This is an optimization exercise on Yosys and OpenROAD, whose aim is small area, not a production implementation.
The RTL was checked by simulation tests, not by an equivalence proof against the original design.
No activity file was given, so power comes from the tool's default toggle rates.

## v6
## can_top
module can_top
( 
    wb_rst_i,
    wb_dat_i,
    wb_dat_o,
    wb_cyc_i,
    wb_stb_i,
    wb_we_i,
    wb_adr_i,
    wb_ack_o,
  clk_i,
  rx_i,
  tx_o,
  bus_off_on,
  irq_on,
  clkout_o
);
Size in the first run: roughly 4700 cells after synthesis, ~1400 flip-flops, about 66000 sq um of cells after synthesis.
clock: 10.0 ns
lec_check: 0
cap_margin: 20
core_margin: 2
core_utilization: 60
place_density: 0.75
slew_margin: 20
standard.sh (not shown) runs the stock make flow with config.mk's settings and CLKGATE_MAP_FILE= SYNTH_SCRIPT=/design/flow/synth_recipe.tcl, a recipe that flattens the netlist after the stock synthesis.
==> flow/flow/run.sh <==
#!/bin/bash
# Own layout flow: the standard flow (standard.sh, unchanged synthesis), with
# clock tree synthesis run without dummy loads and with clkbuf_4 sink clusters, and
# the smallest buffer (buf_1) as the port buffer on every input and output.
set -euo pipefail
WORK=$(pwd)
export CTS_ARGS="-sink_clustering_enable -repair_clock_nets -dont_use_dummy_load -buf_list sky130_fd_sc_hd__clkbuf_4 -sink_clustering_size 9 -sink_clustering_max_diameter 40"
export BUFFER_PORTS_ARGS="-buffer_cell sky130_fd_sc_hd__buf_1"
bash standard.sh > "$WORK/standard_flow.log" 2>&1
test -f "$WORK/out/final.def"
Here is what was changed in the inputs of v7 compared with v6.
diff --git a/flow/design.v b/flow/design.v
--- a/flow/design.v
+++ b/flow/design.v
@@ -1726,43 +1726,72 @@
     4'd5    : tx_byte = tx_data_5;
     4'd6    : tx_byte = tx_data_6;
     4'd7    : tx_byte = tx_data_7;
     4'd8    : tx_byte = tx_data_8;
     4'd9    : tx_byte = tx_data_9;
     4'd10   : tx_byte = tx_data_10;
     4'd11   : tx_byte = tx_data_11;
     4'd12   : tx_byte = tx_data_12;
     default : tx_byte = 8'hxx;
   endcase
 end
 wire          tx_data_bit = tx_byte[~tx_pointer[2:0]];
-always @ (extended_mode or rx_data or tx_pointer or tx_data_bit or rx_crc or r_calculated_crc or
-          r_tx_data_0   or extended_chain_ext or extended_chain_std or basic_chain or
-          finish_msg)
+reg     [5:0] hdr_off;
+reg           hdr_const_en;
+reg           hdr_const_val;
+always @ (extended_mode or tx_data_0 or tx_pointer)
+begin
+  hdr_const_en  = 1'b0;
+  hdr_const_val = 1'b0;
+  if (~extended_mode)
+    begin
+      hdr_off = (tx_pointer < 6'd13) ? 6'h3f : 6'h3d;
+      hdr_const_en = (tx_pointer == 6'd0) | (tx_pointer == 6'd13) | (tx_pointer == 6'd14);
+    end
+  else if (~tx_data_0[7])
+    begin
+      hdr_off = (tx_pointer < 6'd12) ? 6'd7 : 6'h35;
+      hdr_const_en = (tx_pointer == 6'd0) | (tx_pointer == 6'd13) | (tx_pointer == 6'd14);
+    end
+  else
+    begin
+      hdr_off = (tx_pointer < 6'd12) ? 6'd7 : ((tx_pointer < 6'd32) ? 6'd5 : 6'h21);
+      hdr_const_en = (tx_pointer == 6'd0) | (tx_pointer == 6'd12) | (tx_pointer == 6'd13) | (tx_pointer == 6'd33) | (tx_pointer == 6'd34);
+      hdr_const_val = (tx_pointer == 6'd12) | (tx_pointer == 6'd13);
+    end
+end
+wire    [5:0] hdr_lin = tx_pointer + hdr_off;
+reg     [7:0] hdr_byte;
+always @ (hdr_lin or tx_data_0 or tx_data_1 or tx_data_2 or tx_data_3 or tx_data_4)
+begin
+  case (hdr_lin[5:3])
+    3'd0    : hdr_byte = tx_data_0;
+    3'd1    : hdr_byte = tx_data_1;
+    3'd2    : hdr_byte = tx_data_2;
+    3'd3    : hdr_byte = tx_data_3;
+    3'd4    : hdr_byte = tx_data_4;
+    default : hdr_byte = 8'hxx;
+  endcase
+end
+wire          hdr_bit = hdr_const_en ? hdr_const_val : hdr_byte[~hdr_lin[2:0]];
+always @ (rx_data or tx_pointer or tx_data_bit or rx_crc or r_calculated_crc or finish_msg or hdr_bit)
 begin
   if (rx_data)   
     tx_bit = tx_data_bit;
   else if (rx_crc)
     tx_bit = r_calculated_crc[tx_pointer];
   else if (finish_msg)
     tx_bit = 1'b1;
-  else if (extended_mode)
-    begin
-      if (r_tx_data_0[0])     
-        tx_bit = extended_chain_ext[tx_pointer];
-      else
-        tx_bit = extended_chain_std[tx_pointer];
-    end
-  else   
-    tx_bit = basic_chain[tx_pointer];
+  else           
+    tx_bit = hdr_bit;
 end
 assign limited_tx_cnt_ext = tx_data_0[3] ? 6'h3f : ((tx_data_0[2:0] <<3) - 1'b1);
 assign limited_tx_cnt_std = tx_data_1[3] ? 6'h3f : ((tx_data_1[2:0] <<3) - 1'b1);
 assign rst_tx_pointer = ((~bit_de_stuff_tx) & tx_point & (~rx_data) &   extended_mode  &   r_tx_data_0[0]   & tx_pointer == 6'd38             ) |    
                         ((~bit_de_stuff_tx) & tx_point & (~rx_data) &   extended_mode  & (~r_tx_data_0[0])  & tx_pointer == 6'd18             ) |    
                         ((~bit_de_stuff_tx) & tx_point & (~rx_data) & (~extended_mode)                      & tx_pointer == 6'd18             ) |    
                         ((~bit_de_stuff_tx) & tx_point &   rx_data  &   extended_mode                       & tx_pointer == limited_tx_cnt_ext) |    
                         ((~bit_de_stuff_tx) & tx_point &   rx_data  & (~extended_mode)                      & tx_pointer == limited_tx_cnt_std) |    
                         (                     tx_point &   rx_crc_lim                                                                         ) |    
                         (go_rx_idle                                                                                                           ) |    
                         (reset_mode                                                                                                           ) |
                         (overload_frame                                                                                                       ) |
==> results.txt <==
- Re clock network fraction of total power: v6 was lower than v7.
- [compare] base=v6 new=v7: average size of a mapped cell grew by about 0.8%, non-clock buffer count in the final layout shrank by about 4.5%, final non-filler cell area shrank by 0.40%, synthesized cell count shrank by 1.1%.
- ~same number of nets with antenna violations after detailed routing in v7 and v6
- Between v6 and v7, the flow reports detailed route wirelength on metal3 increasing by a little under 10%.
- Per the comparison of v7 with v6, sequential cell area share went up, count of clock-buffer cells in the layout shows a reduction of about 1.5%, worst setup slack shows a reduction of 0.043 ns.
- Count of cells along the worst register-to-register path was lower in v6 than in v7.

port drivers added, routing unchanged:
How much do the figures lean on ideal ports? The routed layouts below were timed once more, with nothing changed but the port constraints.
Step 1: set_driving_cell puts a clkbuf_16 on clk_i and a buf_2 on each other input, an assumption about the parent block.
Step 2, shift: input delay + t, output delay - t, t = (earliest + latest rising clock arrival at the registers) / 2. This alone moves slack from input paths to output paths.
Three values: ideal, step 1, step 2; two values: the first two.
| run | shift t [ns] | slack for setup (ns) | worst register clock-pin slew, ns |
|---|---|---|---|
| v6 | 1.200 | 4.510 / 4.538 / 3.341 | 0.12 / 0.12 |
| v7 | 1.207 | 4.467 / 4.467 / 3.287 | 0.12 / 0.12 |
After both steps every run listed still meets setup and hold. The setup slack of v7, which loses most, moves by 0.000 ns with the drivers and by -1.180 ns with both steps.
